This is an optimization exercise on Yosys and OpenROAD, whose aim is small area, a short achievable clock period and few clock cycles, not a production implementation. RTL that was checked went through simulation tests only; none was proved equivalent to the original. No functional check of the RTL was part of runs 6 and 7. The clock cells of runs 2 to 7 come from the design's own scripts or RTL, not from TritonCTS. The clock port is modelled as an ideal driver, which makes a skipped or thinned clock tree look cheaper than it is; a real chip needs a root buffer or a tree. Power is estimated from default activity; no workload was simulated.

--- flow/config.mk ---
export PLATFORM = sky130hd
export DESIGN_NAME = MF
export DESIGN_NICKNAME = MF
export VERILOG_FILES = /design/flow/design.v
export SDC_FILE = /design/flow/constraint.sdc
export NUM_CORES = 4
export LEC_CHECK = 0
export ABC_AREA = 0
export CAP_MARGIN = 20
export CORE_MARGIN = 2
export CORE_UTILIZATION = 65
export CTS_BUF_LIST = sky130_fd_sc_hd__clkbuf_16
export CTS_CLUSTER_DIAMETER = 60
export CTS_CLUSTER_SIZE = 24
export SLEW_MARGIN = 20
--- flow/constraint.sdc ---
create_clock -name core_clock -period 10.0 [get_ports {clk}]
set_input_delay 2.0000 -clock core_clock [delete_from_list [all_inputs] [get_ports {clk}]]
set_output_delay 2.0000 -clock core_clock [all_outputs]
set_load 0.01 [all_outputs]
--- flow/design.v ---
module MF(
	clk,
	rst_n,
	invalid,
	image_in,
	outvalid,
	image_out
);
input				clk,rst_n,invalid;
input 		[7:0]	image_in;
output	reg 		outvalid;
output	reg [7:0]	image_out;
reg			act;
reg [3:0]	row;
reg [3:0]	col;
reg			hb, hv;		 
wire last = (row == 4'd11);
wire row1_next = act & ((row == 4'd0 & col == 4'd9) | (row == 4'd1 & col != 4'd9));
always @(posedge clk or negedge rst_n) begin
	if (!rst_n) act <= 1'b0;
	else act <= (act & !last) | invalid;
end
always @(posedge clk) begin
	if (act & !last) begin
		col <= (col == 4'd9) ? 4'd0 : col + 4'd1;
		row <= (col == 4'd9) ? row + 4'd1 : row;
	end else begin
		row <= 4'd0; col <= 4'd0;
	end
end
reg			v1;
always @(posedge clk or negedge rst_n) begin
	if (!rst_n) begin
		v1 <= 1'b0; hv <= 1'b0;
	end else begin
		v1 <= act & ((row >= 4'd2) | (row == 4'd1 & col != 4'd0));
		hv <= v1;
	end
end
reg			b1;
always @(posedge clk) begin
	b1 <= (col <= 4'd1) | (row == 4'd1) | (row == 4'd10);
	hb <= b1;
end
always @(posedge clk) outvalid <= hv;
function [1:0] cmp8;
	input [7:0] a, b;
	reg [7:0] g, l;
	reg [3:0] g1, l1;
	reg [1:0] g2, l2;
	integer k;
	begin
		g = a & ~b;
		l = ~a & b;
		for (k = 0; k < 4; k = k + 1) begin
			g1[k] = g[2*k+1] | (~l[2*k+1] & g[2*k]);
			l1[k] = l[2*k+1] | (~g[2*k+1] & l[2*k]);
		end
		for (k = 0; k < 2; k = k + 1) begin
			g2[k] = g1[2*k+1] | (~l1[2*k+1] & g1[2*k]);
			l2[k] = l1[2*k+1] | (~g1[2*k+1] & l1[2*k]);
		end
		cmp8 = {g2[1] | (~l2[1] & g2[0]), l2[1] | (~g2[1] & l2[0])};
	end
endfunction
function ge8;	 
	input [7:0] a, b;
	reg [1:0] r;
	begin r = cmp8(a, b); ge8 = ~r[0]; end
endfunction
function gt8;	 
	input [7:0] a, b;
	reg [1:0] r;
	begin r = cmp8(a, b); gt8 = r[1]; end
endfunction
reg [7:0]	in_r;
reg [7:0]	lb [1:21];
reg			ab, ac, bc;
integer i;
wire [7:0] a_d = invalid ? image_in : 8'd0;
wire [7:0] c_d = row1_next ? 8'd0 : lb[19];
always @(posedge clk) begin
	in_r <= a_d;
	lb[1] <= in_r;
	for (i = 2; i <= 19; i = i + 1) lb[i] <= lb[i-1];
	lb[20] <= c_d;
	lb[21] <= lb[20];
	ab <= ge8(in_r, lb[10]);
	ac <= ge8(in_r, lb[20]);
	bc <= ge8(lb[10], lb[20]);
end
reg			c0, c1;
always @(posedge clk) begin
	c0 <= (col == 4'd0);
	c1 <= (col == 4'd1);
end
wire [7:0] a = lb[1], b = lb[11], c = lb[21];
wire [7:0] vmax = (ab & ac) ? a : (!ab & bc) ? b : c;
wire [7:0] vmin = (!ab & !ac) ? a : (ab & !bc) ? b : c;
reg [7:0] x0, x1;	 
reg [7:0] n0, n1;	 
reg [7:0] xp, np;	 
reg       gx, gn;	 
reg       hx, hn;	 
wire       psx_d = gx | c1;	 
wire [7:0] px = psx_d ? x0 : x1;
wire       hx_d = gt8(vmax, px) & !c0;	 
wire       psn_d = gn;
wire [7:0] pn = psn_d ? n0 : n1;
wire       hn_d = gt8(pn, vmin);
always @(posedge clk) begin
	x0 <= vmax; x1 <= x0; xp <= px;
	n0 <= vmin; n1 <= n0; np <= pn;
	gx <= ge8(vmax, x0); gn <= ge8(n0, vmin);
	hx <= hx_d; hn <= hn_d;
end
wire [7:0] mx = hx ? x0 : xp;
wire [7:0] mn = hb ? 8'd0 : hn ? n0 : np;
wire [8:0] sum = {1'b0, mx} + {1'b0, mn};
always @(posedge clk) image_out <= sum[8:1];
endmodule
--- flow/flow/run.sh ---
#!/bin/bash
set -euo pipefail
KNOBS="SETUP_SLACK_MARGIN=7.45"
bash standard.sh $KNOBS cts > orfs_flow_cts.log 2>&1
R=orfs/results/$FLOW_PLATFORM/MF/base
openroad -no_init -exit -threads "${NUM_CORES:-4}" flow/unroot.tcl > unroot.log 2>&1
bash standard.sh $KNOBS finish > orfs_flow_finish.log 2>&1
--- flow/flow/unroot.tcl ---
# After clock tree synthesis:
#  - then build the two remaining levels from inverters instead of buffers
#    (an inverter is about half a buffer's delay): every register still sees
#    two stages and an even number of inversions, so no register's clock
#    moves against another's.
set odb orfs/results/$::env(FLOW_PLATFORM)/MF/base/4_cts.odb
read_db $odb
set block [ord::get_db_block]
set port_net [[$block findBTerm clk] getNet]

proc out_net {inst} {
  foreach it [$inst getITerms] { if {[$it isOutputSignal]} { return [$it getNet] } }
  return "NULL"
}
proc loads {net} {
  set l {}
  if {$net eq "NULL" || $net eq ""} { return $l }
  foreach it [$net getITerms] { if {[$it isInputSignal]} { lappend l $it } }
  return $l
}

# 1. remove the root buffer
set roots {}
foreach it [$port_net getITerms] { lappend roots [$it getInst] }
if {[llength $roots] != 1} { puts "unroot: clock port drives [llength $roots] cells; left as is"; write_db $odb; exit 0 }
set root [lindex $roots 0]
set rnet [out_net $root]
set rloads [loads $rnet]
if {![string match "sky130_fd_sc_hd__clkbuf_*" [[$root getMaster] getName]] || [llength $rloads] > 4 || [llength [$rnet getBTerms]] > 0} {
  puts "unroot: root not removed"; write_db $odb; exit 0
}
foreach it $rloads { $it disconnect; $it connect $port_net }
puts "unroot: removed [$root getName]; clock port now drives [llength $rloads] buffers"
odb::dbInst_destroy $root
odb::dbNet_destroy $rnet

# 2. the tree must be port -> mid buffers -> leaf buffers -> registers
set mids {}
foreach it [$port_net getITerms] { lappend mids [$it getInst] }
set leaves {}
set ok 1
foreach m $mids {
  if {![string match "sky130_fd_sc_hd__clkbuf_*" [[$m getMaster] getName]]} { set ok 0 }
  foreach it [loads [out_net $m]] {
    set l [$it getInst]
    set ln [out_net $l]
    if {$ln eq "NULL"} continue   ;# a dummy load
    if {![string match "sky130_fd_sc_hd__clkbuf_*" [[$l getMaster] getName]]} { set ok 0; continue }
    lappend leaves $l
    foreach fit [loads $ln] {
      set f [$fit getInst]
      if {[[$f getMaster] getType] ne "CORE" || [string match "*clkbuf*" [[$f getMaster] getName]] || [[$fit getMTerm] getName] ne "CLK"} {
        if {[out_net $f] ne "NULL" && [llength [loads [out_net $f]]] > 0} { set ok 0 }
      }
    }
  }
}
if {!$ok} { puts "unroot: tree is not two buffer levels; buffers kept"; write_db $odb; exit 0 }

proc to_inv {block inst mname} {
  set m [[ord::get_db] findMaster $mname]
  set in_net ""; set o_net ""
  foreach it [$inst getITerms] {
    if {[$it isInputSignal]} { set in_net [$it getNet] }
    if {[$it isOutputSignal]} { set o_net [$it getNet] }
  }
  set name [$inst getName]
  set loc [$inst getLocation]
  odb::dbInst_destroy $inst
  set new [odb::dbInst_create $block $m ${name}_inv]
  $new setLocation [lindex $loc 0] [lindex $loc 1]
  $new setPlacementStatus PLACED
  [$new findITerm A] connect $in_net
  [$new findITerm Y] connect $o_net
}
foreach m $mids { to_inv $block $m sky130_fd_sc_hd__clkinv_16 }
foreach l $leaves { to_inv $block $l sky130_fd_sc_hd__clkinv_8 }
puts "unroot: [llength $mids] mid and [llength $leaves] leaf buffers made inverters"

# the tree's dummy loads (clock buffers that drive nothing) go
foreach inst [$block getInsts] {
  if {![string match "sky130_fd_sc_hd__clkbuf_*" [[$inst getMaster] getName]]} continue
  set o [out_net $inst]
  if {$o ne "NULL" && [llength [loads $o]] > 0} continue
  set inn ""
  foreach it [$inst getITerms] { if {[$it isInputSignal]} { set inn [$it getNet] } }
  if {$inn eq "" || $inn eq "NULL" || [$inn getSigType] ne "CLOCK"} continue
  puts "unroot: removed dummy load [$inst getName]"
  odb::dbInst_destroy $inst
  if {$o ne "NULL"} { odb::dbNet_destroy $o }
}

# 3. the input port buffers: plain small buffers instead of delay cells
set n 0
foreach bt [$block getBTerms] {
  if {[$bt getIoType] ne "INPUT" || [$bt getName] eq "clk"} continue
  foreach it [[$bt getNet] getITerms] {
    set b [$it getInst]
    if {[string match "sky130_fd_sc_hd__*dly*" [[$b getMaster] getName]]} {
      $b swapMaster [[ord::get_db] findMaster sky130_fd_sc_hd__buf_2]
      incr n
    }
  }
}
puts "unroot: $n input port buffers made buf_2"
detailed_placement
check_placement
write_db $odb
--- flow/standard.sh ---
#!/bin/bash
# synth_recipe.tcl (not shown) runs the flow's synth.tcl, then flattens the netlist and writes it again
# the make line also repeats each setting of config.mk as NAME=value (left out here)
make -C /OpenROAD-flow-scripts/flow DESIGN_CONFIG=/design/flow/config.mk WORK_HOME=/design/flow/orfs CLKGATE_MAP_FILE= SYNTH_SCRIPT=/design/flow/synth_recipe.tcl "${@:-finish}"
==> impl_metrics.py, run 1 <==
metrics = {
    "setup_path": {
        "startpoint_type": "flip-flop",
        "worstSetupEndpointType": "output pin",
        "worst-path-stages": 1,
        "cp.buffers_inverters": 1,
        "r2r_cells": 7,
        "crit_arrival_ps": 650,
        "critPathRequiredTime_ps": 8000,
        "path_class": "flip-flop to output pin",
        "r2r_setup_slack_ps": 7570,
        "r2r-start": "bc",
        "crit_family": "flip-flops",
        "slowest_stage": "dfxtp_2",
        "r2r-end": "hn",
        "path_max_fanout": 1,
        "slowest_delay_ps": 330,
        "path_cells": "buf_6",
    },
    "power_and_ir_drop": {
        "powerDensity_nw_per_um2": 303,
        "vdd_drop_max_mv": 0.187,
        "p_leak_nw": 3.52,
        "power_mw": 2.47,
    },
    "synthesis": {
        "synth_edf_count": 0,
        "synth_ff_type": "dfxtp_1",
        "async_flop_share": 0.0118,
        "syn_area_per_cell_um2": 12.7,
        "ys_seq_area_frac": 0.678,
        "synth_area_leaders": "dfxtp_1, mux2i_1, mux2_2",
        "synth_top_cell_area_share": 0.668,
        "syn_area_um2": 7550,
        "ys_ff_latch": 255,
        "synth_cells": 597,
        "yosysWarnings": 2,
        "yosys.area.top_type": "dfxtp_1",
        "synth.net_count": 624,
        "ys_types": 52,
    },
    "timing": {
        "relSlewSlack": 0.540,
        "timing.final.crit_share": 0.265,
        "max_freq_mhz": 377,
        "fin_skew_ps": 31.7,
        "grt_setup_unrepaired": "true",
        "finalMaxSlewViolations": 0,
        "finalCriticalPeriod_ps": 2650,
        "hold_slack_ps": 309,
        "worst_pin_slew_ps": 683,
        "hold_viol_final": 0,
        "setup_viol": 0,
        "fin_tns_setup_ps": 0,
        "setup_ws_ps": 7350,
    },
    "grt": {
        "grt_pass1_vias": 4164,
        "grt_overflow_total": 0,
        "grt_antenna_before_repair": 0,
        "grt_max_degree": 30,
        "grt_pass1_wl_um": 19900,
        "grt_usage": 0.197,
    },
    "clock_tree": {
        "ctsHoldBuffers": 0,
        "postCtsSetupBuffers": 0,
        "clk_pin_slew_ps": 90,
        "worstSkewPairLatency_ps": 220,
        "cts_sinks": 255,
    },
    "floorplan": {
        "io_pins": 20,
        "die_w_um": 112,
        "die_y_um": 112,
        "row_count": 39,
        "fp.coreArea_um2": 11400,
        "dieArea_um2": 12500,
        "start_util": 0.664,
    },
    "route": {
        "dr.first_iter.drc_count": 219,
        "wire_per_inst_um": 15.3,
        "post-route-drc-count": 0,
        "vias_per_cell": 5.16,
        "drt-total-wl_um": 11800,
        "via_count": 3978,
        "postRouteAntennaNets": 0,
        "drt_first_pass_iters": 4,
    },
    "placed_design": {
        "dpl.hpwl_um": 8100,
        "portBuffers": 19,
        "pre_cts_ws_ps": 7020,
        "gp_congestion": 0.756,
    },
    "cells_and_area": {
        "drive_gt1_frac": 0.124,
        "antennaDiodeCount": 0,
        "num-fill-cells": 812,
        "fin_nets": 650,
        "mostFrequentLayoutCell": "dfxtp_1",
        "final_cell_mix": "dfxtp_1, inv_1, mux2i_1",
        "area_growth_pct": 8.07,
    },
    "job": {
        "cap_violations": 0,
    },
    "worst_hold_path": {
        "hold_path_startpoint": "lb[13][5]",
        "worstHoldEndpoint": "lb[14][5]",
        "min_path_type": "flip-flop to flip-flop",
        "hold_path_depth": 0,
    },
    "run_status": {
        "status": "finished clean",
    },
}
-- routing by layer --
metal / up-vias / GRT usage / wire length, um
li1: 2042 / - / -
met1: 1858 / 0.259 / 5550
met2: 57 / 0.342 / 5670
met3: 21 / 0.0327 / 354
met4: 0 / 0.0527 / 254
met5: - / 0 / 0
-- report_power, final --
group	leakage, nW	total (mW)	internal, mW	switching [mW]
Clock	0.143	0.466	0.105	0.361
Sequential	2.13	1.36	1.21	0.148
Combinational	1.24	0.646	0.328	0.318
-- kinds of logic after synthesis --
logic type	count (synthesis)	share of synthesized area
xor+xnor	11	0.0128
buf+inv	55	0.0298
flops	255	0.678
compound gates	73	0.0613
simple gates	98	0.0669
mux	63	0.0883
fa+ha+maj	42	0.0631
-- synthesized netlist by cell type, types with 2 or more instances --
master and count:
o22ai_1 8, maj3_2 7, nand3_1 3, nor3_1 2, clkbuf_1 3, a21oi_1 18, nor2b_1 21, dfxtp_1 252
mux2_2 19, mux2i_1 43, a22oi_1 3, maj3_1 19, nor2_1 22, ha_1 15, a21o_1 2, dfrtp_1 3
a2bb2oi_1 4, buf_2 6, nand2b_1 9, inv_1 44, o21ai_0 16, nand2_1 21, and2_1 10, or2b_1 2
o221ai_1 2, xor2_1 4, a211oi_1 5, o21bai_1 2, a31oi_1 3, xnor2_1 7
-- area by class of cell --
cell class | instances | area, um2 | share of cell area
flip-flops and latches | 255 | 5140 | 0.629
multi-input cells | 287 | 2220 | 0.271
inverters | 58 | 420 | 0.0515
well taps | 143 | 179 | 0.0219
repair buffers | 21 | 133 | 0.0162
clock inverters | 7 | 78.8 | 0.00966
-- worst max path at each step --
stage,start,endpoint
after global placement,invalid,act
after detailed placement,invalid,act
final,outvalid,outvalid
after floorplan,hx,image_out[7]
after CTS,outvalid,outvalid
after global routing,outvalid,outvalid
-- state kept, by name (all words and copies together) (netlist names), 4 cells and up --
signal     flops
lb           168
image_out      8
in_r           8
n0             8
n1             8
np             8
x0             8
x1             8
xp             8
col            4
row            4
-- repair_timing --
item                       4_1_cts  5_1_grt
pin swaps                        0        0
setup endpoints to repair       14       14
gates resized for setup         43        9
cloned                           0        0
-- through the flow --
| stage | cells | cell area [um2] | util |
|---|---|---|---|
| after global placement | 750 | 7880 | 0.693 |
| after floorplan | 597 | 7550 | - |
| final | 771 | 8160 | 0.718 |
| after detailed placement | 750 | 7880 | 0.693 |
| after global routing | 771 | 8160 | 0.718 |
| after CTS | 772 | 8300 | 0.730 |
Testbench counts, summed over its fixed seeds: cycles 14,592.
==> run 2: changes to the inputs <==
--- a/flow/flow/run.sh
+++ b/flow/flow/run.sh
@@ -2,3 +2,3 @@
 set -euo pipefail
-KNOBS="SETUP_SLACK_MARGIN=7.45"
+KNOBS="SETUP_SLACK_MARGIN=7.2"
 bash standard.sh $KNOBS cts > orfs_flow_cts.log 2>&1
--- a/flow/config.mk
+++ b/flow/config.mk
@@ -12,4 +12,4 @@
 export CTS_BUF_LIST = sky130_fd_sc_hd__clkbuf_16
-export CTS_CLUSTER_DIAMETER = 60
-export CTS_CLUSTER_SIZE = 24
+export CTS_CLUSTER_DIAMETER = 80
+export CTS_CLUSTER_SIZE = 30
 export SLEW_MARGIN = 20
==> run 2 against run 1 <==
Compared with the run above: largest power group unchanged; setup slack gained 22 ps; critical endpoint unchanged; sequential power is essentially flat; utilization shrank 1.1 points; power shrank 3.4%; maximum frequency grew 0.85%; die area is the same; wire length shrank 1.6%; synthesized cell count is the same.
==> impl_metrics.py, run 2 <==
metrics = {
    "setup_path": {
        "critPathRequiredTime_ps": 8000,
        "worst-path-stages": 1,
        "path_class": "flip-flop to output pin",
        "cp.buffers_inverters": 1,
        "worstSetupEndpointType": "output pin",
        "crit_end": "outvalid",
        "crit_family": "flip-flops",
        "r2r-start": "c1",
        "r2r_setup_slack_ps": 7490,
        "startpoint": "outvalid",
        "startpoint_type": "flip-flop",
        "path_max_fanout": 1,
        "slowest_stage": "dfxtp_2",
        "r2r-end": "hx",
        "path_cells": "buf_6",
        "r2r_cells": 7,
        "crit_arrival_ps": 630,
        "slowest_delay_ps": 330,
    },
    "floorplan": {
        "die_w_um": 112,
        "start_util": 0.664,
        "io_pins": 20,
        "fp.coreArea_um2": 11400,
        "row_count": 39,
        "dieArea_um2": 12500,
        "die_y_um": 112,
    },
    "cells_and_area": {
        "mostFrequentLayoutCell": "dfxtp_1",
        "drive_gt1_frac": 0.114,
        "largest_register_ffs": 168,
        "area_growth_pct": 6.39,
        "largest-register": "lb",
        "fin_nets": 647,
        "num-fill-cells": 838,
        "antennaDiodeCount": 0,
        "final_cell_mix": "dfxtp_1, inv_1, mux2i_1",
    },
    "timing": {
        "hold_viol_final": 0,
        "worst_pin_slew_ps": 674,
        "setup_ws_ps": 7370,
        "timing.final.crit_share": 0.263,
        "setup_viol": 0,
        "grt_setup_unrepaired": "false",
        "relSlewSlack": 0.546,
        "finalCriticalPeriod_ps": 2630,
        "max_freq_mhz": 380,
        "fin_skew_ps": 22.2,
        "fin_tns_setup_ps": 0,
        "finalMaxSlewViolations": 0,
    },
    "synthesis": {
        "async_flop_share": 0.0118,
        "yosys.area.top_type": "dfxtp_1",
        "synth_top_family_by_area": "multiplexers",
        "yosysWarnings": 2,
        "synth_ff_type": "dfxtp_1",
        "syn_area_per_cell_um2": 12.7,
        "syn_area_um2": 7550,
        "yosysMostFrequentCell": "dfxtp_1",
        "synth_area_leaders": "dfxtp_1, mux2i_1, mux2_2",
        "synth-xor-area-share": 0.0128,
        "synth_top_cell_area_share": 0.668,
        "ys_seq_area_frac": 0.678,
        "synth.net_count": 624,
        "synth_edf_count": 0,
        "muxShareOfSynthArea": 0.0883,
        "synth_cells": 597,
        "synth_compound_area_frac": 0.0613,
        "synth_commonest_cells": "dfxtp_1, inv_1, mux2i_1",
        "synthAdderAreaFrac": 0.0631,
        "ys_types": 52,
        "synth_simple_gate_area_share": 0.0669,
        "ys_ff_latch": 255,
    },
    "clock_tree": {
        "worstSkewPairLatency_ps": 200,
        "postCtsSetupBuffers": 0,
        "cts_sinks": 255,
        "clk_pin_slew_ps": 110,
    },
    "route": {
        "drt-total-wl_um": 11600,
        "vias_per_cell": 5.13,
        "wire_per_inst_um": 15.2,
        "via_count": 3928,
        "drt_first_pass_iters": 4,
        "post-route-drc-count": 0,
        "dr.first_iter.drc_count": 283,
        "postRouteAntennaNets": 0,
    },
    "run_status": {
        "status": "finished clean",
    },
    "grt": {
        "grt_overflow_total": 0,
        "grt_antenna_before_repair": 0,
        "grt_pass1_vias": 4109,
        "grt_max_degree": 32,
        "grt_pass1_wl_um": 19500,
        "grt_usage": 0.192,
    },
    "job": {
        "cap_violations": 0,
    },
    "placed_design": {
        "dpl.hpwl_um": 8100,
        "pre_cts_ws_ps": 7020,
        "gp_congestion": 0.756,
        "portBuffers": 19,
    },
    "power_and_ir_drop": {
        "p_leak_nw": 3.48,
        "powerDensity_nw_per_um2": 297,
        "vdd_drop_max_mv": 0.221,
    },
    "worst_hold_path": {
        "min_path_type": "flip-flop to flip-flop",
    },
}
==> run 2: metrics by stage <==
stage,power (mW),hold WS [ps],util,std cells,area [um2]
after floorplan,1.84,310,-,597,7550
after global placement,1.99,310,0.693,750,7880
after detailed placement,2.03,312,0.693,750,7880
after CTS,2.55,336,0.721,767,8200
after global routing,2.54,324,0.707,765,8040
final,2.38,327,0.707,765,8040
==> run 2: report_power, final <==
group / switching, mW / internal [mW] / leakage (nW) / total, mW
clock network: 0.324 / 0.0631 / 0.105 / 0.387
logic: 0.319 / 0.325 / 1.24 / 0.644
registers: 0.146 / 1.21 / 2.13 / 1.35
total: 0.790 / 1.59 / 3.48 / 2.38
==> run 2: repair_timing <==
item	CTS	global route
endpoints found under the setup margin	11	2
hold buffers	0	0
resized for setup	42	3
==> run 2: routing by layer <==
| metal | up-vias | GRT usage | share of wire |
|---|---|---|---|
| met5 | - | 0 | 0 |
| met4 | 0 | 0.0453 | 0.015 |
| met3 | 17 | 0.0283 | 0.033 |
| met2 | 51 | 0.330 | 0.47 |
| met1 | 1826 | 0.260 | 0.48 |
| li1 | 2034 | - | - |
==> run 2: how the worst min path moves through the flow <==
| stage | depth (start not counted) | start | slack, ps | to |
|---|---|---|---|---|
| floorplan | 0 | b1 | 310 | hb |
| global placement | 0 | lb[5][5] | 310 | lb[6][5] |
| detailed placement | 0 | lb[9][7] | 310 | lb[10][7] |
| CTS | 0 | lb[7][5] | 340 | lb[8][5] |
| global route | 0 | lb[9][2] | 320 | lb[10][2] |
| finish | 0 | lb[9][2] | 330 | lb[10][2] |
==> run 2: cells by family (layout without fill, tap and decap cells) <==
family          Yosys count  in the layout
flops                   255            255
compound gates           73             73
xor+xnor                 11             11
fa+ha+maj                42             42
simple gates             98             98
mux                      63             63
buf+inv                  55             80
==> run 2: layout make-up <==
class / count / area, um2 / area share
Clock inverter: 4 / 25.0 / 0.00311
Inverter: 55 / 372 / 0.0462
Multi-Input combinational cell: 287 / 2210 / 0.275
Sequential cell: 255 / 5130 / 0.638
Tap cell: 143 / 179 / 0.0223
Timing Repair Buffer: 21 / 123 / 0.0153
==> run 3: changes to the inputs <==
--- a/flow/design.v
+++ b/flow/design.v
@@ -17,3 +17,2 @@
 wire last = (row == 4'd11);
-wire row1_next = act & ((row == 4'd0 & col == 4'd9) | (row == 4'd1 & col != 4'd9));
 always @(posedge clk or negedge rst_n) begin
@@ -79,13 +78,11 @@
 integer i;
-wire [7:0] a_d = invalid ? image_in : 8'd0;
-wire [7:0] c_d = row1_next ? 8'd0 : lb[19];
+wire no_a = (row >= 4'd10);
+wire no_c = (row == 4'd1);
 always @(posedge clk) begin
-	in_r <= a_d;
+	in_r <= image_in;
 	lb[1] <= in_r;
-	for (i = 2; i <= 19; i = i + 1) lb[i] <= lb[i-1];
-	lb[20] <= c_d;
-	lb[21] <= lb[20];
-	ab <= ge8(in_r, lb[10]);
-	ac <= ge8(in_r, lb[20]);
-	bc <= ge8(lb[10], lb[20]);
+	for (i = 2; i <= 21; i = i + 1) lb[i] <= lb[i-1];
+	ab <= !no_a & ge8(in_r, lb[10]);
+	ac <= no_c | (!no_a & ge8(in_r, lb[20]));
+	bc <= no_c | ge8(lb[10], lb[20]);
 end
--- a/flow/config.mk
+++ b/flow/config.mk
@@ -10,3 +10,3 @@
 export CORE_MARGIN = 2
-export CORE_UTILIZATION = 65
+export CORE_UTILIZATION = 60
 export CTS_BUF_LIST = sky130_fd_sc_hd__clkbuf_16
==> run 3 against run 2 <==
Compared with the run above: largest cell class unchanged; sequential power barely moved; critical path depth is the same; largest power group unchanged; sequential cell count unchanged; wire length fell by 3.6%.
==> impl_metrics.py, run 3 <==
metrics = {
    "floorplan": {
        "fp.coreArea_um2": 12200,
        "start_util": 0.621,
        "row_count": 40,
        "die_y_um": 116,
        "die_w_um": 116,
        "dieArea_um2": 13500,
        "io_pins": 20,
    },
    "timing": {
        "fin_skew_ps": 26.0,
        "grt_setup_unrepaired": "false",
        "finalCriticalPeriod_ps": 2630,
        "hold_viol_final": 0,
        "finalMaxSlewViolations": 0,
        "setup_viol": 0,
        "max_freq_mhz": 380,
        "timing.final.crit_share": 0.263,
        "relSlewSlack": 0.501,
        "setup_ws_ps": 7370,
        "fin_tns_setup_ps": 0,
        "worst_pin_slew_ps": 741,
    },
    "cells_and_area": {
        "fin_nets": 654,
        "largest-register": "lb",
        "final_area_um2": 8050,
        "mostFrequentLayoutCell": "dfxtp_1",
        "num-fill-cells": 956,
        "final_cell_mix": "dfxtp_1, inv_1, mux2i_1",
        "drive_gt1_frac": 0.0952,
        "layout.cells.non_filler": 798,
        "area_growth_pct": 6.61,
        "antennaDiodeCount": 0,
        "largest_register_ffs": 168,
    },
    "synthesis": {
        "syn_area_per_cell_um2": 12.4,
        "yosysMostFrequentCell": "dfxtp_1",
        "synth_area_leaders": "dfxtp_1, mux2i_1, inv_1",
        "ys_types": 49,
        "synth.net_count": 633,
        "synth_edf_count": 0,
        "synth_ff_type": "dfxtp_1",
        "synth_commonest_cells": "dfxtp_1, inv_1, mux2i_1",
        "async_flop_share": 0.0118,
        "yosysWarnings": 2,
        "yosys.area.top_type": "dfxtp_1",
        "ys_seq_area_frac": 0.678,
        "syn_area_um2": 7550,
        "synth_cells": 607,
        "synth_top_cell_area_share": 0.668,
        "ys_ff_latch": 255,
    },
    "placed_design": {
        "place_inst": 783,
        "dpl.hpwl_um": 8010,
        "gp_congestion": 0.811,
        "place_area_um2": 7890,
        "portBuffers": 19,
        "pre_cts_ws_ps": 7190,
    },
    "grt": {
        "grt_usage": 0.174,
        "grt_pass1_vias": 3906,
        "met1_usage": 0.237,
        "grt_antenna_before_repair": 0,
        "grt_overflow_total": 0,
        "met2_usage": 0.295,
        "grt_max_degree": 31,
        "met3_usage": 0.0270,
        "grt.busiest_layer": "met2",
        "grt_pass1_wl_um": 18600,
    },
    "setup_path": {
        "path_max_fanout": 1,
        "r2r-end": "image_out[7]",
        "critPathRequiredTime_ps": 8000,
        "worstSetupEndpointType": "output pin",
        "slowest_stage": "dfxtp_1",
        "cp.buffers_inverters": 1,
        "r2r-start": "hn",
        "slowest_delay_ps": 320,
        "r2r_cells": 10,
        "crit_family": "flip-flops",
        "path_class": "flip-flop to output pin",
        "r2r_setup_slack_ps": 7400,
        "startpoint_type": "flip-flop",
        "crit_arrival_ps": 630,
        "path_cells": "buf_2",
    },
    "route": {
        "wire_per_inst_um": 14.1,
        "post-route-drc-count": 0,
        "vias_per_cell": 5.04,
        "drt_first_pass_iters": 4,
        "drt-total-wl_um": 11200,
        "via_count": 4019,
        "dr.first_iter.drc_count": 126,
        "postRouteAntennaNets": 0,
    },
    "clock_tree": {
        "cts_sinks": 255,
        "clk_pin_slew_ps": 100,
        "postCtsSetupBuffers": 0,
        "worstSkewPairLatency_ps": 200,
    },
    "power_and_ir_drop": {
        "power_mw": 2.56,
        "powerDensity_nw_per_um2": 319,
        "p_switching_mw": 0.878,
        "switching_share": 0.343,
        "p_comb_frac": 0.308,
        "power.internal_mw": 1.69,
        "p_clk_frac": 0.158,
        "pwr-share-seq": 0.535,
        "vdd_drop_max_mv": 0.148,
        "p_leak_nw": 3.54,
    },
    "worst_hold_path": {
        "hold_path_depth": 0,
        "min_path_type": "flip-flop to flip-flop",
        "worstHoldEndpoint": "lb[10][3]",
        "hold_path_startpoint": "lb[9][3]",
    },
    "run_status": {
        "status": "finished clean",
    },
    "job": {
        "cap_violations": 0,
    },
}
-- run 3: cell types whose count changed after synthesis, moves of 6 or more --
cell	previous run	this run
nor2_1	22	35
inv_1	44	53
nor2b_1	21	12
and2_1	10	2
maj3_1	19	11
mux2i_1	43	51
mux2_2	19	13
o22ai_1	8	2
-- run 3: area by class of cell --
cell class	count	area, um2	area share
multi-input combinational	288	2170	0.269
tap	168	210	0.0261
sequential	255	5120	0.636
timing repair buffer	19	95.1	0.0118
inverter	64	405	0.0503
clock inverter	4	47.5	0.00591
-- run 3: stage by stage --
| step | hold slack [ps] | utilization |
|---|---|---|
| finish | 321 | 0.662 |
| detailed placement | 312 | 0.649 |
| global route | 327 | 0.662 |
| floorplan | 310 | - |
| global placement | 310 | 0.649 |
| CTS | 328 | 0.676 |
-- run 3: metal layers --
metal	share of wire	vias up	wire length (um)
li1	-	2079	-
met2	0.47	47	5230
met1	0.49	1877	5460
met5	0	-	0
met4	0.015	0	173
met3	0.031	16	353
-- run 3: logic make-up after synthesis --
| kind of cell | Yosys count | synth area share |
|---|---|---|
| DFF | 255 | 0.678 |
| AOI/OAI and AO/OA | 94 | 0.0818 |
| and+or+nand+nor | 86 | 0.0538 |
| muxes | 65 | 0.0888 |
| buffers and inverters | 64 | 0.0348 |
| adders and majority gates | 34 | 0.0524 |
| xor gates and xnor gates | 9 | 0.0104 |
-- run 3: what timing repair did --
item,4_1_cts,5_1_grt
resized for setup,36,3
pin swaps,0,0
hold buffers,0,0
endpoints found under the setup margin,9,3
-- run 3: worst max path at each step --
stage	start	end	slack, ps	cells past startpoint
after floorplan	hx	image_out[7]	7590	10
after CTS	image_out[4]	image_out[4]	7090	1
final	image_out[4]	image_out[4]	7370	1
after global routing	hn	image_out[7]	7230	10
after global placement	image_out[7]	image_out[7]	7190	1
after detailed placement	image_out[4]	image_out[4]	7190	1
-- run 3: power by group through the flow --
stage,clock network (mW),logic [mW],registers (mW)
after floorplan,0,0.686,1.32
after detailed placement,0,0.810,1.40
final,0.404,0.789,1.37
after global placement,0,0.780,1.39
after global routing,0.455,0.898,1.40
after CTS,0.566,0.798,1.37
Testbench counts of run 3, summed over its fixed seeds: cycles 14,592.
==> run 4: changes to the inputs <==
--- a/flow/config.mk
+++ b/flow/config.mk
@@ -10,3 +10,3 @@
 export CORE_MARGIN = 2
-export CORE_UTILIZATION = 60
+export CORE_UTILIZATION = 65
 export CTS_BUF_LIST = sky130_fd_sc_hd__clkbuf_16
==> run 4 against run 3 <==
Compared with the run above: clock power shrank 5.4%; power decreased by 0.60%; global-route usage is 1.7 points higher; final area down 0.68%; via count is 0.65% higher; synthesized cell count did not move; area after synthesis unchanged; utilization grew 4.1 points; maximum frequency increased by 0.22%; worst hold slack worse by 0.63 ps; critical path type unchanged; critical endpoint is now image_out[6]; largest cell class unchanged.
==> impl_metrics.py, run 4 <==
metrics = {
    "timing": {
        "setup_viol": 0,
        "max_freq_mhz": 381,
        "finalCriticalPeriod_ps": 2630,
        "timing.final.crit_share": 0.263,
        "finalMaxSlewViolations": 0,
        "grt_setup_unrepaired": "false",
        "worst_pin_slew_ps": 734,
        "setup_ws_ps": 7370,
        "fin_tns_setup_ps": 0,
        "relSlewSlack": 0.509,
        "hold_viol_final": 0,
        "fin_skew_ps": 22.0,
    },
    "route": {
        "vias_per_cell": 5.24,
        "drt_first_pass_iters": 4,
        "via_count": 4045,
        "post-route-drc-count": 0,
        "dr.first_iter.drc_count": 200,
        "postRouteAntennaNets": 0,
        "drt-total-wl_um": 11700,
        "wire_per_inst_um": 15.2,
    },
    "cells_and_area": {
        "fin_nets": 654,
        "final_cell_mix": "dfxtp_1, inv_1, mux2i_1",
        "largest_register_ffs": 168,
        "largest-register": "lb",
        "antennaDiodeCount": 0,
        "drive_gt1_frac": 0.0970,
        "area_growth_pct": 5.88,
        "mostFrequentLayoutCell": "dfxtp_1",
    },
    "floorplan": {
        "dieArea_um2": 12500,
        "row_count": 39,
        "die_y_um": 112,
        "fp.coreArea_um2": 11400,
        "start_util": 0.664,
        "die_w_um": 112,
        "io_pins": 20,
    },
    "worst_hold_path": {
        "hold_path_startpoint": "lb[9][3]",
        "worstHoldEndpoint": "lb[10][3]",
        "hold_path_depth": 0,
        "min_path_type": "flip-flop to flip-flop",
    },
    "synthesis": {
        "synth_commonest_cells": "dfxtp_1, inv_1, mux2i_1",
        "ys_ff_latch": 255,
        "syn_area_um2": 7550,
        "synth_edf_count": 0,
        "ys_seq_area_frac": 0.678,
        "async_flop_share": 0.0118,
        "synth_cells": 607,
        "syn_area_per_cell_um2": 12.4,
        "yosys.area.top_type": "dfxtp_1",
        "synth_area_leaders": "dfxtp_1, mux2i_1, inv_1",
        "synth_top_cell_area_share": 0.668,
        "synth_ff_type": "dfxtp_1",
        "yosysMostFrequentCell": "dfxtp_1",
        "synth.net_count": 633,
        "ys_types": 49,
        "yosysWarnings": 2,
    },
    "grt": {
        "grt_usage": 0.191,
        "grt_antenna_before_repair": 0,
        "grt_max_degree": 31,
        "grt_pass1_wl_um": 19500,
        "grt_overflow_total": 0,
        "grt_pass1_vias": 3986,
    },
    "power_and_ir_drop": {
        "power.internal_mw": 1.66,
        "p_leak_nw": 3.52,
        "p_clk_frac": 0.150,
        "pwr-share-seq": 0.539,
        "p_comb_frac": 0.311,
        "switching_share": 0.348,
        "p_switching_mw": 0.888,
        "vdd_drop_max_mv": 0.213,
        "powerDensity_nw_per_um2": 319,
    },
    "setup_path": {
        "r2r_cells": 9,
        "r2r_setup_slack_ps": 7410,
        "r2r-end": "image_out[7]",
        "path_cells": "buf_2",
        "crit_arrival_ps": 630,
        "path_class": "flip-flop to output pin",
        "startpoint_type": "flip-flop",
        "path_max_fanout": 1,
        "critPathRequiredTime_ps": 8000,
        "r2r-start": "hx",
        "slowest_stage": "dfxtp_1",
        "slowest_delay_ps": 310,
        "cp.buffers_inverters": 1,
        "worstSetupEndpointType": "output pin",
        "worst-path-stages": 1,
        "crit_family": "flip-flops",
    },
    "clock_tree": {
        "cts_sinks": 255,
        "clk_pin_slew_ps": 100,
        "ctsHoldBuffers": 0,
        "worstSkewPairLatency_ps": 200,
    },
    "placed_design": {
        "dpl.hpwl_um": 8110,
        "gp_congestion": 0.831,
        "portBuffers": 19,
        "pre_cts_ws_ps": 7180,
    },
    "run_status": {
        "status": "finished clean",
    },
    "job": {
        "cap_violations": 0,
    },
}
==> run 4: changes by cell type in the layout (fill, tap and decap cells not counted), sizes merged <==
cell / delta
inv: -2
clkinv: +2
bufinv: -1
==> run 4: kinds of logic after synthesis <==
| group | synth area share |
|---|---|
| mux | 0.0888 |
| buf+inv | 0.0348 |
| simple gates | 0.0538 |
| flops | 0.678 |
| xor+xnor | 0.0104 |
| compound gates | 0.0818 |
| fa+ha+maj | 0.0524 |
==> run 4: worst max-delay path by stage <==
stage	slack [ps]	startpoint	end
2_1_floorplan	7590	hx	image_out[7]
3_3_place_gp	7190	image_out[7]	image_out[7]
3_5_place_dp	7180	image_out[1]	image_out[1]
4_1_cts	7070	image_out[1]	image_out[1]
5_1_grt	7270	hx	image_out[6]
6_report	7370	image_out[6]	image_out[6]
==> run 4: layout make-up <==
type	instances	area (um2)
Sequential cell	255	5120
Timing Repair Buffer	19	95.1
Fill cell	808	3370
Inverter	64	405
Clock inverter	3	22.5
Multi-Input combinational cell	288	2170
Tap cell	143	179
==> run 4: per-stage QoR <==
stage                     total power, mW  instances  utilization  hold slack (ps)  instance area, um2
after global placement               2.16        758        0.691              309                7860
after detailed placement             2.21        758        0.691              312                7860
after global routing                 2.72        772        0.703              331                8000
after CTS                            2.72        774        0.718              328                8160
final                                2.55        772        0.703              321                8000
after floorplan                      2.00        607            -              310                7550
==> run 4: what timing repair did <==
action                     in CTS  in global routing
setup endpoints to repair       9                  4
gates resized for setup        36                  4
setup buffers                   0                  0
==> run 4: worst reg2reg max path, stage by stage (launching register included) <==
cell and delay [ps]:
dfxtp_1 540, mux2_2 420, fa_1 460, a21o_1 180, a21oi_1 240, o21bai_1 90
a21oi_1 280, nor2b_1 70, o21ai_0 150, nand2b_1 70
==> run 4: metal layers <==
layer | share of wire | wire length (um) | GRT usage | vias up
met1 | 0.50 | 5870 | 0.271 | 1902
met5 | 0 | 0 | 0 | -
li1 | - | - | - | 2083
met4 | 0.019 | 224 | 0.0477 | 0
met3 | 0.026 | 302 | 0.0267 | 18
met2 | 0.46 | 5350 | 0.311 | 42
==> run 4: power groups by stage <==
stage	logic [mW]	registers, mW	clock network [mW]
after floorplan	0.686	1.32	0
after global placement	0.777	1.39	0
after detailed placement	0.810	1.40	0
after CTS	0.798	1.38	0.544
after global routing	0.889	1.40	0.430
final	0.793	1.37	0.382
==> run 5: changes to the inputs <==
--- a/flow/flow/unroot.tcl
+++ b/flow/flow/unroot.tcl
@@ -76,2 +76,26 @@
 foreach m $mids { to_inv $block $m sky130_fd_sc_hd__clkinv_16 }
+
+# with two first-level inverters, give each a twin that takes half of its
+# leaves: the clock port then drives four, each with a lighter load
+set mids {}
+foreach it [$port_net getITerms] { lappend mids [$it getInst] }
+if {[llength $mids] == 2} {
+  set k 0
+  foreach m $mids {
+    set ls [loads [out_net $m]]
+    if {[llength $ls] < 4} continue
+    set half [lrange $ls 0 [expr {[llength $ls] / 2 - 1}]]
+    set twin [odb::dbInst_create $block [$m getMaster] clkinv_twin_$k]
+    set loc [$m getLocation]
+    $twin setLocation [lindex $loc 0] [lindex $loc 1]
+    $twin setPlacementStatus PLACED
+    set tn [odb::dbNet_create $block clknet_twin_$k]
+    $tn setSigType CLOCK
+    [$twin findITerm A] connect $port_net
+    [$twin findITerm Y] connect $tn
+    foreach t $half { $t disconnect; $t connect $tn }
+    incr k
+  }
+  puts "unroot: $k first-level inverters split"
+}
 foreach l $leaves { to_inv $block $l sky130_fd_sc_hd__clkinv_8 }
==> run 5 against run 4 <==
Compared with the run above: worst hold slack got worse by 5.3 ps; setup slack better by 26 ps; largest power group unchanged; still clean; cell count increased by 0.26%; power increased by 0.83%; utilization is 0.53 points higher.
==> impl_metrics.py, run 5 <==
metrics = {
    "run_status": {
        "status": "finished clean",
    },
    "cells_and_area": {
        "area_growth_pct": 6.68,
        "mostFrequentLayoutCell": "dfxtp_1",
        "utilization": 0.709,
        "largest-register": "lb",
        "fin_nets": 656,
        "final_cell_mix": "dfxtp_1, inv_1, mux2i_1",
        "antennaDiodeCount": 0,
        "drive_gt1_frac": 0.0998,
        "largest_register_ffs": 168,
        "num-fill-cells": 802,
    },
    "floorplan": {
        "die_w_um": 112,
        "start_util": 0.664,
        "fp.coreArea_um2": 11400,
        "dieArea_um2": 12500,
        "row_count": 39,
        "die_y_um": 112,
        "io_pins": 20,
    },
    "synthesis": {
        "yosysWarnings": 2,
        "ys_ff_latch": 255,
        "synth_commonest_cells": "dfxtp_1, inv_1, mux2i_1",
        "yosys.area.top_type": "dfxtp_1",
        "syn_area_um2": 7550,
        "ys_types": 49,
        "async_flop_share": 0.0118,
        "synth_area_leaders": "dfxtp_1, mux2i_1, inv_1",
        "syn_area_per_cell_um2": 12.4,
        "synth_edf_count": 0,
        "synth_top_cell_area_share": 0.668,
        "ys_seq_area_frac": 0.678,
        "synth_cells": 607,
        "synth.net_count": 633,
        "yosysMostFrequentCell": "dfxtp_1",
        "synth_ff_type": "dfxtp_1",
    },
    "setup_path": {
        "r2r-start": "hx",
        "r2r_cells": 9,
        "slowest_delay_ps": 310,
        "critPathRequiredTime_ps": 8000,
        "worstSetupEndpointType": "output pin",
        "slowest_stage": "dfxtp_1",
        "r2r-end": "image_out[7]",
        "cp.buffers_inverters": 1,
        "path_cells": "buf_2",
        "r2r_setup_slack_ps": 7410,
        "path_max_fanout": 1,
        "startpoint_type": "flip-flop",
        "path_class": "flip-flop to output pin",
        "crit_arrival_ps": 600,
        "crit_family": "flip-flops",
    },
    "power_and_ir_drop": {
        "vdd_drop_max_mv": 0.214,
        "p_leak_nw": 3.55,
        "powerDensity_nw_per_um2": 319,
    },
    "route": {
        "vias_per_cell": 5.26,
        "dr.first_iter.drc_count": 211,
        "post-route-drc-count": 0,
        "drt-total-wl_um": 11800,
        "via_count": 4069,
        "wire_per_inst_um": 15.2,
        "drt_first_pass_iters": 4,
        "postRouteAntennaNets": 0,
    },
    "clock_tree": {
        "cts_sinks": 255,
        "worstSkewPairLatency_ps": 170,
        "clk_pin_slew_ps": 100,
        "ctsHoldBuffers": 0,
        "cts_resized": 36,
        "postCtsSetupBuffers": 0,
    },
    "timing": {
        "grt_setup_unrepaired": "false",
        "finalCriticalPeriod_ps": 2600,
        "fin_skew_ps": 35.5,
        "hold_slack_ps": 315,
        "setup_viol": 0,
        "worst_pin_slew_ps": 726,
        "hold_viol_final": 0,
        "relSlewSlack": 0.514,
        "max_freq_mhz": 385,
        "timing.final.crit_share": 0.260,
        "setup_ws_ps": 7400,
        "fin_tns_setup_ps": 0,
        "finalMaxSlewViolations": 0,
    },
    "worst_hold_path": {
        "hold_path_startpoint": "lb[13][5]",
        "hold_path_depth": 0,
        "min_path_type": "flip-flop to flip-flop",
        "worstHoldEndpoint": "lb[14][5]",
    },
    "grt": {
        "grt_pass1_vias": 4013,
        "grt_pass1_wl_um": 19600,
        "grt_max_degree": 31,
        "grt_antenna_before_repair": 0,
        "grt_usage": 0.192,
        "grt_overflow_total": 0,
    },
    "placed_design": {
        "dpl.hpwl_um": 8110,
        "pre_cts_ws_ps": 7180,
        "portBuffers": 19,
        "gp_congestion": 0.831,
    },
    "job": {
        "cap_violations": 0,
    },
}
==> run 5: cell counts after synthesis <==
Identical to the previous run, type by type.
==> run 5: where the power goes <==
part           leakage (nW)  internal, mW  switching (mW)
Sequential             2.15          1.22           0.157
Clock                 0.120        0.0818           0.322
Combinational          1.27         0.381           0.411
==> run 5: worst max-delay path by stage <==
stage,end,slack [ps],cells past startpoint,start
3_3_place_gp,image_out[7],7190,1,image_out[7]
6_report,image_out[6],7400,1,image_out[6]
3_5_place_dp,image_out[1],7180,1,image_out[1]
2_1_floorplan,image_out[7],7590,10,hx
4_1_cts,image_out[1],7070,1,image_out[1]
5_1_grt,image_out[6],7270,9,hx
==> run 5: logic make-up after synthesis <==
logic type                 after synthesis  synth area share
and+or+nand+nor                         86            0.0538
DFF                                    255             0.678
muxes                                   65            0.0888
buffers and inverters                   64            0.0348
adders and majority gates               34            0.0524
AOI/OAI and AO/OA                       94            0.0818
xor gates and xnor gates                 9            0.0104
==> run 5: area by class of cell <==
cell class / count / area (um2) / share of cell area
Tap cell: 143 / 179 / 0.0222
Timing Repair Buffer: 19 / 95.1 / 0.0118
Inverter: 66 / 465 / 0.0578
Clock inverter: 3 / 22.5 / 0.00280
Multi-Input combinational cell: 288 / 2170 / 0.269
Sequential cell: 255 / 5120 / 0.636
==> run 5: per-stage QoR <==
step | instance area, um2 | instances | total power [mW]
2_1_floorplan | 7550 | 607 | 2.00
3_3_place_gp | 7860 | 758 | 2.16
3_5_place_dp | 7860 | 758 | 2.21
4_1_cts | 8160 | 774 | 2.72
5_1_grt | 8060 | 774 | 2.75
6_report | 8060 | 774 | 2.57
==> run 5: per-layer routing <==
layer / vias up / wire, um / global-route usage
met5: - / 0 / 0
met4: 0 / 255 / 0.0527
met3: 22 / 357 / 0.0310
met2: 50 / 5370 / 0.311
met1: 1910 / 5790 / 0.272
li1: 2087 / - / -
==> run 5: worst reg2reg max path, stage by stage (launching register included) <==
cell and delay (ps):
dfxtp_1 540, mux2_2 420, fa_1 460, a21o_1 180
a21oi_1 240, o21bai_1 90, a21oi_1 280, nor2b_1 70
o21ai_0 150, nand2b_1 70
==> run 6: changes to the inputs <==
--- a/flow/design.v
+++ b/flow/design.v
@@ -17,2 +17,3 @@
 wire last = (row == 4'd11);
+wire row1_next = act & ((row == 4'd0 & col == 4'd9) | (row == 4'd1 & col != 4'd9));
 always @(posedge clk or negedge rst_n) begin
@@ -29,16 +30,7 @@
 end
-reg			v1;
 always @(posedge clk or negedge rst_n) begin
-	if (!rst_n) begin
-		v1 <= 1'b0; hv <= 1'b0;
-	end else begin
-		v1 <= act & ((row >= 4'd2) | (row == 4'd1 & col != 4'd0));
-		hv <= v1;
-	end
+	if (!rst_n) hv <= 1'b0;
+	else hv <= act & ((row >= 4'd2) | (row == 4'd1 & col != 4'd0));
 end
-reg			b1;
-always @(posedge clk) begin
-	b1 <= (col <= 4'd1) | (row == 4'd1) | (row == 4'd10);
-	hb <= b1;
-end
+always @(posedge clk) hb <= (col <= 4'd1) | (row == 4'd1) | (row == 4'd10);
 always @(posedge clk) outvalid <= hv;
@@ -75,7 +67,6 @@
 reg [7:0]	in_r;
-reg [7:0]	lb [1:21];
+reg [7:0]	lb [1:20];
 reg			ab, ac, bc;
+reg			nopix;	 
 integer i;
-wire no_a = (row >= 4'd10);
-wire no_c = (row == 4'd1);
 always @(posedge clk) begin
@@ -83,15 +74,13 @@
 	lb[1] <= in_r;
-	for (i = 2; i <= 21; i = i + 1) lb[i] <= lb[i-1];
-	ab <= !no_a & ge8(in_r, lb[10]);
-	ac <= no_c | (!no_a & ge8(in_r, lb[20]));
-	bc <= no_c | ge8(lb[10], lb[20]);
+	for (i = 2; i <= 19; i = i + 1) lb[i] <= lb[i-1];
+	lb[20] <= lb[19];
+	ab <= ge8(image_in, lb[9]);
+	ac <= row1_next | ge8(image_in, lb[19]);
+	nopix <= !invalid;
+	bc <= row1_next | ge8(lb[9], lb[19]);
 end
-reg			c0, c1;
-always @(posedge clk) begin
-	c0 <= (col == 4'd0);
-	c1 <= (col == 4'd1);
-end
-wire [7:0] a = lb[1], b = lb[11], c = lb[21];
-wire [7:0] vmax = (ab & ac) ? a : (!ab & bc) ? b : c;
-wire [7:0] vmin = (!ab & !ac) ? a : (ab & !bc) ? b : c;
+wire [7:0] a = in_r, b = lb[10], c = lb[20];
+wire       ab_a = ab & !nopix, ac_a = ac & !nopix;
+wire [7:0] vmax = (ab_a & ac_a) ? a : (!ab_a & bc) ? b : c;
+wire [7:0] vmin = (!ab_a & !ac_a) ? a : (ab & !bc) ? b : c;	 
 reg [7:0] x0, x1;	 
@@ -101,5 +90,5 @@
 reg       hx, hn;	 
-wire       psx_d = gx | c1;	 
+wire       psx_d = gx | (col == 4'd1);	 
 wire [7:0] px = psx_d ? x0 : x1;
-wire       hx_d = gt8(vmax, px) & !c0;	 
+wire       hx_d = gt8(vmax, px) & (col != 4'd0);	 
 wire       psn_d = gn;
--- a/flow/flow/unroot.tcl
+++ b/flow/flow/unroot.tcl
@@ -76,26 +76,2 @@
 foreach m $mids { to_inv $block $m sky130_fd_sc_hd__clkinv_16 }
-
-# with two first-level inverters, give each a twin that takes half of its
-# leaves: the clock port then drives four, each with a lighter load
-set mids {}
-foreach it [$port_net getITerms] { lappend mids [$it getInst] }
-if {[llength $mids] == 2} {
-  set k 0
-  foreach m $mids {
-    set ls [loads [out_net $m]]
-    if {[llength $ls] < 4} continue
-    set half [lrange $ls 0 [expr {[llength $ls] / 2 - 1}]]
-    set twin [odb::dbInst_create $block [$m getMaster] clkinv_twin_$k]
-    set loc [$m getLocation]
-    $twin setLocation [lindex $loc 0] [lindex $loc 1]
-    $twin setPlacementStatus PLACED
-    set tn [odb::dbNet_create $block clknet_twin_$k]
-    $tn setSigType CLOCK
-    [$twin findITerm A] connect $port_net
-    [$twin findITerm Y] connect $tn
-    foreach t $half { $t disconnect; $t connect $tn }
-    incr k
-  }
-  puts "unroot: $k first-level inverters split"
-}
 foreach l $leaves { to_inv $block $l sky130_fd_sc_hd__clkinv_8 }
--- a/flow/config.mk
+++ b/flow/config.mk
@@ -7,3 +7,3 @@
 export LEC_CHECK = 0
-export ABC_AREA = 0
+export ABC_AREA = 1
 export CAP_MARGIN = 20
==> run 6 against run 5 <==
Compared with the run above: sequential cell count fell by 11; first-iteration DRC count is 130% higher; power down 6.0%; die area is 0.91% lower; via count is 18% higher; utilization decreased by 0.78 points.
==> impl_metrics.py, run 6 <==
metrics = {
    "placed_design": {
        "pre_cts_ws_ps": 6640,
        "place_inst": 912,
        "portBuffers": 19,
        "gp_congestion": 0.880,
        "dpl.hpwl_um": 9370,
    },
    "route": {
        "drt_first_pass_iters": 4,
        "via_count": 4788,
        "vias_per_cell": 5.17,
        "dr.first_iter.drc_count": 479,
        "post-route-drc-count": 0,
        "postRouteAntennaNets": 0,
        "wire_per_inst_um": 14.3,
        "drt-total-wl_um": 13300,
    },
    "synthesis": {
        "synth-xor-area-share": 0.00820,
        "synth_cells": 758,
        "synth_commonest_cells": "dfxtp_1, nand2_1, inv_1",
        "syn_area_um2": 7480,
        "synth.net_count": 784,
        "ys_types": 43,
        "synth_area_leaders": "dfxtp_1, nand2_1, inv_1",
        "muxShareOfSynthArea": 0,
        "ys_seq_area_frac": 0.654,
        "syn_area_per_cell_um2": 9.87,
        "async_flop_share": 0.00820,
        "synth_top_family_by_area": "simple AND/OR/NAND/NOR gates",
        "synth_edf_count": 0,
        "synth_top_cell_area_share": 0.648,
        "synth_compound_area_frac": 0.0789,
        "synth_simple_gate_area_share": 0.177,
        "synth_ff_type": "dfxtp_1",
        "yosysWarnings": 2,
        "yosys.area.top_type": "dfxtp_1",
        "ys_ff_latch": 244,
        "synthAdderAreaFrac": 0.0261,
        "yosysMostFrequentCell": "dfxtp_1",
    },
    "floorplan": {
        "die_y_um": 111,
        "io_pins": 20,
        "die_w_um": 111,
        "start_util": 0.661,
        "dieArea_um2": 12400,
        "row_count": 39,
        "fp.coreArea_um2": 11300,
    },
    "setup_path": {
        "path_class": "input pin to flip-flop",
        "slowest_stage": "a21oi_2",
        "slowest_delay_ps": 180,
        "path_max_fanout": 3,
        "critPathRequiredTime_ps": 10100,
        "startpoint_type": "input pin",
        "worstSetupEndpointType": "flip-flop",
        "crit_arrival_ps": 2830,
        "crit_family": "compound AO/OA/AOI/OAI gates",
        "path_cells": "buf_2, inv_1, nand2_1, a21oi_2, o21ai_1, a21oi_1, o21ai_0",
        "cp.buffers_inverters": 2,
    },
    "power_and_ir_drop": {
        "vdd_drop_max_mv": 0.245,
        "switching_share": 0.378,
        "powerDensity_nw_per_um2": 304,
        "p_switching_mw": 0.914,
        "p_clk_frac": 0.158,
        "p_comb_frac": 0.322,
        "pwr-share-seq": 0.520,
        "p_leak_nw": 3.75,
        "power.internal_mw": 1.50,
    },
    "timing": {
        "timing.final.crit_share": 0.273,
        "setup_ws_ps": 7270,
        "fin_skew_ps": 43.6,
        "hold_slack_ps": 298,
        "grt_setup_unrepaired": "false",
        "finalCriticalPeriod_ps": 2730,
        "max_freq_mhz": 366,
        "worst_pin_slew_ps": 547,
        "setup_viol": 0,
        "hold_viol_final": 0,
        "finalMaxSlewViolations": 0,
        "fin_tns_setup_ps": 0,
        "relSlewSlack": 0.631,
    },
    "cells_and_area": {
        "utilization": 0.701,
        "drive_gt1_frac": 0.0894,
        "antennaDiodeCount": 0,
        "fin_nets": 808,
        "largest_register_ffs": 160,
        "final_cell_mix": "dfxtp_1, nand2_1, inv_1",
        "area_growth_pct": 6.05,
        "layout.cells.non_filler": 926,
        "seq_area_um2": 4900,
        "largest-register": "lb",
        "num-fill-cells": 879,
        "mostFrequentLayoutCell": "dfxtp_1",
        "multi_input_area_um2": 2180,
    },
    "grt": {
        "grt_pass1_wl_um": 22100,
        "grt_usage": 0.219,
        "grt_pass1_vias": 4628,
        "grt_antenna_before_repair": 0,
        "grt_overflow_total": 0,
        "grt_max_degree": 32,
    },
    "worst_hold_path": {
        "min_path_type": "flip-flop to flip-flop",
    },
    "run_status": {
        "status": "finished clean",
    },
    "clock_tree": {
        "cts_sinks": 244,
        "worstSkewPairLatency_ps": 200,
        "clk_pin_slew_ps": 110,
    },
    "job": {
        "cap_violations": 0,
    },
}
==> run 6: final timing paths <==
check,start,endpoint,slack (ps),depth (start not counted)
min in group asynchronous,rst_n,hv,1590,1
max in group asynchronous,rst_n,act,8310,1
setup / recovery,image_in[7],ac,7270,7
hold reg to reg,lb[18][3],lb[19][3],300,0
setup reg to reg,hx,image_out[7],7650,10
hold / removal,lb[18][3],lb[19][3],300,0
==> run 6: stage by stage <==
step / area (um2) / power (mW)
floorplan: 7480 / 1.86
global placement: 7780 / 2.03
detailed placement: 7780 / 2.07
CTS: 8100 / 2.58
global route: 7930 / 2.59
finish: 7930 / 2.42
==> run 6: metal layers <==
layer / vias to the layer above / global-route usage / wire (um)
met5: - / 0 / 0
met4: 0 / 0.0840 / 461
met3: 35 / 0.0219 / 506
met2: 117 / 0.370 / 6150
met1: 2187 / 0.294 / 6150
li1: 2449 / - / -
==> run 6: power groups by stage <==
| stage | logic (mW) | clock network, mW | registers [mW] |
|---|---|---|---|
| finish | 0.778 | 0.381 | 1.26 |
| CTS | 0.777 | 0.541 | 1.26 |
| detailed placement | 0.788 | 0 | 1.28 |
| global placement | 0.757 | 0 | 1.27 |
| global route | 0.890 | 0.424 | 1.28 |
| floorplan | 0.622 | 0 | 1.24 |
==> run 6: timing repair <==
item / in CTS / in global routing
resized for setup: 41 / 1
setup endpoints to repair: 10 / 1
setup buffers: 0 / 0
hold buffers: 0 / 0
==> run 6: layout make-up <==
cell class	instances	area share
well taps	143	0.0226
multi-input cells	416	0.275
flip-flops and latches	244	0.617
repair buffers	19	0.0120
inverters	101	0.0692
clock inverters	3	0.00410
==> run 6: worst reg2reg max path, stage by stage (launching register included) <==
cell and delay (ps):
dfxtp_1 330, inv_1 310, o21ai_0 320, fa_1 520, nand3_1 100, nand2_1 90
nand2_1 70, nand2_1 50, a21oi_1 210, o21ai_0 110, a21o_1 160
==> run 6: cells by family after synthesis <==
family / Yosys count
simple gates: 295
buf+inv: 98
xor+xnor: 7
fa+ha+maj: 15
compound gates: 99
flops: 244
==> run 7: changes to the inputs <==
--- a/flow/config.mk
+++ b/flow/config.mk
@@ -7,3 +7,3 @@
 export LEC_CHECK = 0
-export ABC_AREA = 1
+export ABC_AREA = 0
 export CAP_MARGIN = 20
==> run 7 against run 6 <==
Compared with the run above: sequential power about the same; clock skew fell by 11 ps; still clean; cell count shrank 20%; highest routed layer unchanged; die area decreased by 5.4%; global-route usage shrank 1.3 points.
==> impl_metrics.py, run 7 <==
metrics = {
    "grt": {
        "met1_usage": 0.280,
        "grt_overflow_total": 0,
        "grt_usage": 0.207,
        "grt_pass1_vias": 3812,
        "met2_usage": 0.352,
        "grt_pass1_wl_um": 18800,
        "grt_antenna_before_repair": 1,
        "grt_max_degree": 32,
        "met3_usage": 0.0277,
        "grt.busiest_layer": "met2",
    },
    "floorplan": {
        "fp.coreArea_um2": 10700,
        "die_w_um": 108,
        "die_y_um": 108,
        "row_count": 38,
        "dieArea_um2": 11700,
        "io_pins": 20,
        "start_util": 0.658,
    },
    "synthesis": {
        "synth_edf_count": 0,
        "synth_commonest_cells": "dfxtp_1, inv_1, nor2_1",
        "synth_area_leaders": "dfxtp_1, mux2i_1, inv_1",
        "ys_ff_latch": 244,
        "synth_ff_type": "dfxtp_1",
        "yosys.area.top_type": "dfxtp_1",
        "ys_types": 55,
        "synth_top_cell_area_share": 0.686,
        "syn_area_um2": 7070,
        "yosysMostFrequentCell": "dfxtp_1",
        "ys_seq_area_frac": 0.693,
        "synth_cells": 563,
        "yosysWarnings": 2,
        "syn_area_per_cell_um2": 12.5,
        "synth.net_count": 589,
        "async_flop_share": 0.00820,
    },
    "route": {
        "postRouteAntennaNets": 0,
        "post-route-drc-count": 0,
        "dr.first_iter.drc_count": 196,
        "via_count": 3876,
        "wire_per_inst_um": 16.0,
        "drt-total-wl_um": 11800,
        "drt_first_pass_iters": 4,
        "vias_per_cell": 5.25,
    },
    "cells_and_area": {
        "largest_register_ffs": 160,
        "seq_area_um2": 4900,
        "final_area_um2": 7770,
        "area_growth_pct": 10.0,
        "mostFrequentLayoutCell": "dfxtp_1",
        "utilization": 0.723,
        "multi_input_area_um2": 2070,
        "fin_nets": 622,
        "num-fill-cells": 746,
        "drive_gt1_frac": 0.156,
        "largest-register": "lb",
        "final_cell_mix": "dfxtp_1, inv_1, nor2_1",
    },
    "timing": {
        "finalCriticalPeriod_ps": 4220,
        "hold_viol_final": 0,
        "fin_tns_setup_ps": 0,
        "grt_setup_unrepaired": "true",
        "relSlewSlack": 0.542,
        "max_freq_mhz": 237,
        "hold_slack_ps": 318,
        "timing.final.crit_share": 0.422,
        "finalMaxSlewViolations": 0,
        "fin_skew_ps": 32.3,
        "worst_pin_slew_ps": 678,
        "setup_viol": 0,
    },
    "placed_design": {
        "place_area_um2": 7420,
        "dpl.hpwl_um": 8100,
        "portBuffers": 19,
        "gp_congestion": 0.816,
    },
    "clock_tree": {
        "ctsHoldBuffers": 0,
        "worstSkewPairLatency_ps": 200,
        "clk_pin_slew_ps": 110,
        "cts_sinks": 244,
    },
    "setup_path": {
        "path_class": "input pin to flip-flop",
        "worstSetupEndpointType": "flip-flop",
        "path_max_fanout": 2,
        "critPathRequiredTime_ps": 10080,
        "crit_arrival_ps": 4300,
        "startpoint_type": "input pin",
    },
    "worst_hold_path": {
        "min_path_type": "flip-flop to flip-flop",
    },
    "power_and_ir_drop": {
        "vdd_drop_max_mv": 0.185,
        "powerDensity_nw_per_um2": 298,
        "power_mw": 2.31,
        "p_leak_nw": 3.31,
    },
    "job": {
        "cap_violations": 0,
    },
    "run_status": {
        "status": "finished clean",
    },
}
-- run 7: changes by cell type in the layout (fill, tap and decap cells not counted), moves of 12 or more --
cell / before / now
nor2_1: 44 / 29
nand2b_1: 0 / 12
mux2i_1: 0 / 23
o21ai_0: 34 / 9
mux2_2: 0 / 15
inv_1: 85 / 49
nand3_1: 50 / 1
nand2_1: 167 / 27
-- run 7: cells by family (layout without fill, tap and decap cells) --
kind of cell | Yosys count | after routing | synth area share
AOI/OAI and AO/OA | 82 | 82 | 0.0836
xor gates and xnor gates | 11 | 11 | 0.0136
adders and majority gates | 29 | 29 | 0.0487
buffers and inverters | 56 | 90 | 0.0299
DFF | 244 | 244 | 0.693
muxes | 42 | 42 | 0.0622
other | 0 | 1 | 0
and+or+nand+nor | 99 | 99 | 0.0692
-- run 7: metal layers --
metal | wire (um) | share of wire
met4 | 200 | 0.017
met2 | 5690 | 0.48
met3 | 336 | 0.028
met5 | 0 | 0
met1 | 5570 | 0.47
-- run 7: path summary, 6_finish.rpt --
kind | start | slack [ps] | to | cells after the start
worst max register to register | lb[9][0] | 7290 | ab | 8
worst max-delay path | image_in[0] | 5780 | ab | 9
worst min register to register | lb[17][2] | 320 | lb[18][2] | 0
worst min-delay path | lb[17][2] | 320 | lb[18][2] | 0
min in group asynchronous | rst_n | 1560 | act | 1
max in group asynchronous | rst_n | 8350 | hv | 1
-- run 7: worst max-delay path, cell delays in order --
cell,delay (ps)
buf_8,90
nand2b_4,120
maj3_2,290
maj3_2,310
maj3_2,310
maj3_2,290
maj3_2,290
maj3_2,300
maj3_2,300
-- run 7: report_power, final --
| group | switching, mW | total (mW) | internal (mW) |
|---|---|---|---|
| Combinational | 0.341 | 0.668 | 0.328 |
| Clock | 0.318 | 0.383 | 0.0648 |
| Sequential | 0.121 | 1.26 | 1.14 |
| Total | 0.779 | 2.31 | 1.53 |
-- run 7: final cells by class --
cell class	count	area share
inverters	60	0.0502
flip-flops and latches	244	0.630
clock inverters	3	0.00467
well taps	140	0.0225
multi-input cells	263	0.266
diodes	1	0.000322
repair buffers	27	0.0258
-- run 7: timing repair --
item	in CTS	in global routing
pin swaps	8	8
endpoints found under the setup margin	15	6
resized for setup	60	19
setup buffers	1	7
hold endpoints to repair	0	0
gates cloned	0	0
-- run 7: per-stage QoR --
| step | worst slack, ps | instances |
|---|---|---|
| after floorplan | 5680 | 563 |
| after global placement | 5120 | 715 |
| after detailed placement | 5070 | 715 |
| after CTS | 6050 | 732 |
| after global routing | 5740 | 737 |
| final | 5780 | 738 |

static timing again, ports no longer ideal:
How much do the figures lean on ideal ports? The routed layouts below were timed once more, with nothing changed but the port constraints. Step 1 assumes that a clkbuf_16 drives the clock port and a buf_2 every other input. Step 2 moves the port delays by t, midway between the first and last clock arrival at a register: inputs arrive t later, outputs are due t later. That takes back most of the time a late clock gives input paths. Slacks: ideal / step 1 / step 2; pairs: ideal / step 1.
run	shift t [ns]	setup slack, ns	worst setup path after step 2	cell pins on the clock port's net
run 1	0.315	7.349 / 7.234 / 7.545	input to register	2
run 2	0.308	7.371 / 7.253 / 7.487	register to register	2
run 3	0.304	7.369 / 7.251 / 7.399	register to register	2
run 4	0.302	7.375 / 7.257 / 7.409	register to register	2
run 5	0.340	7.401 / 7.209 / 7.408	register to register	4
run 6	0.304	7.267 / 7.243 / 7.064	input to register	2
run 7	0.303	5.777 / 5.856 / 5.552	input to register	2
After both steps every run listed still meets setup and hold. For run 7, which loses most, drivers alone change the setup slack by +0.079 ns; drivers and shift together by -0.225 ns.
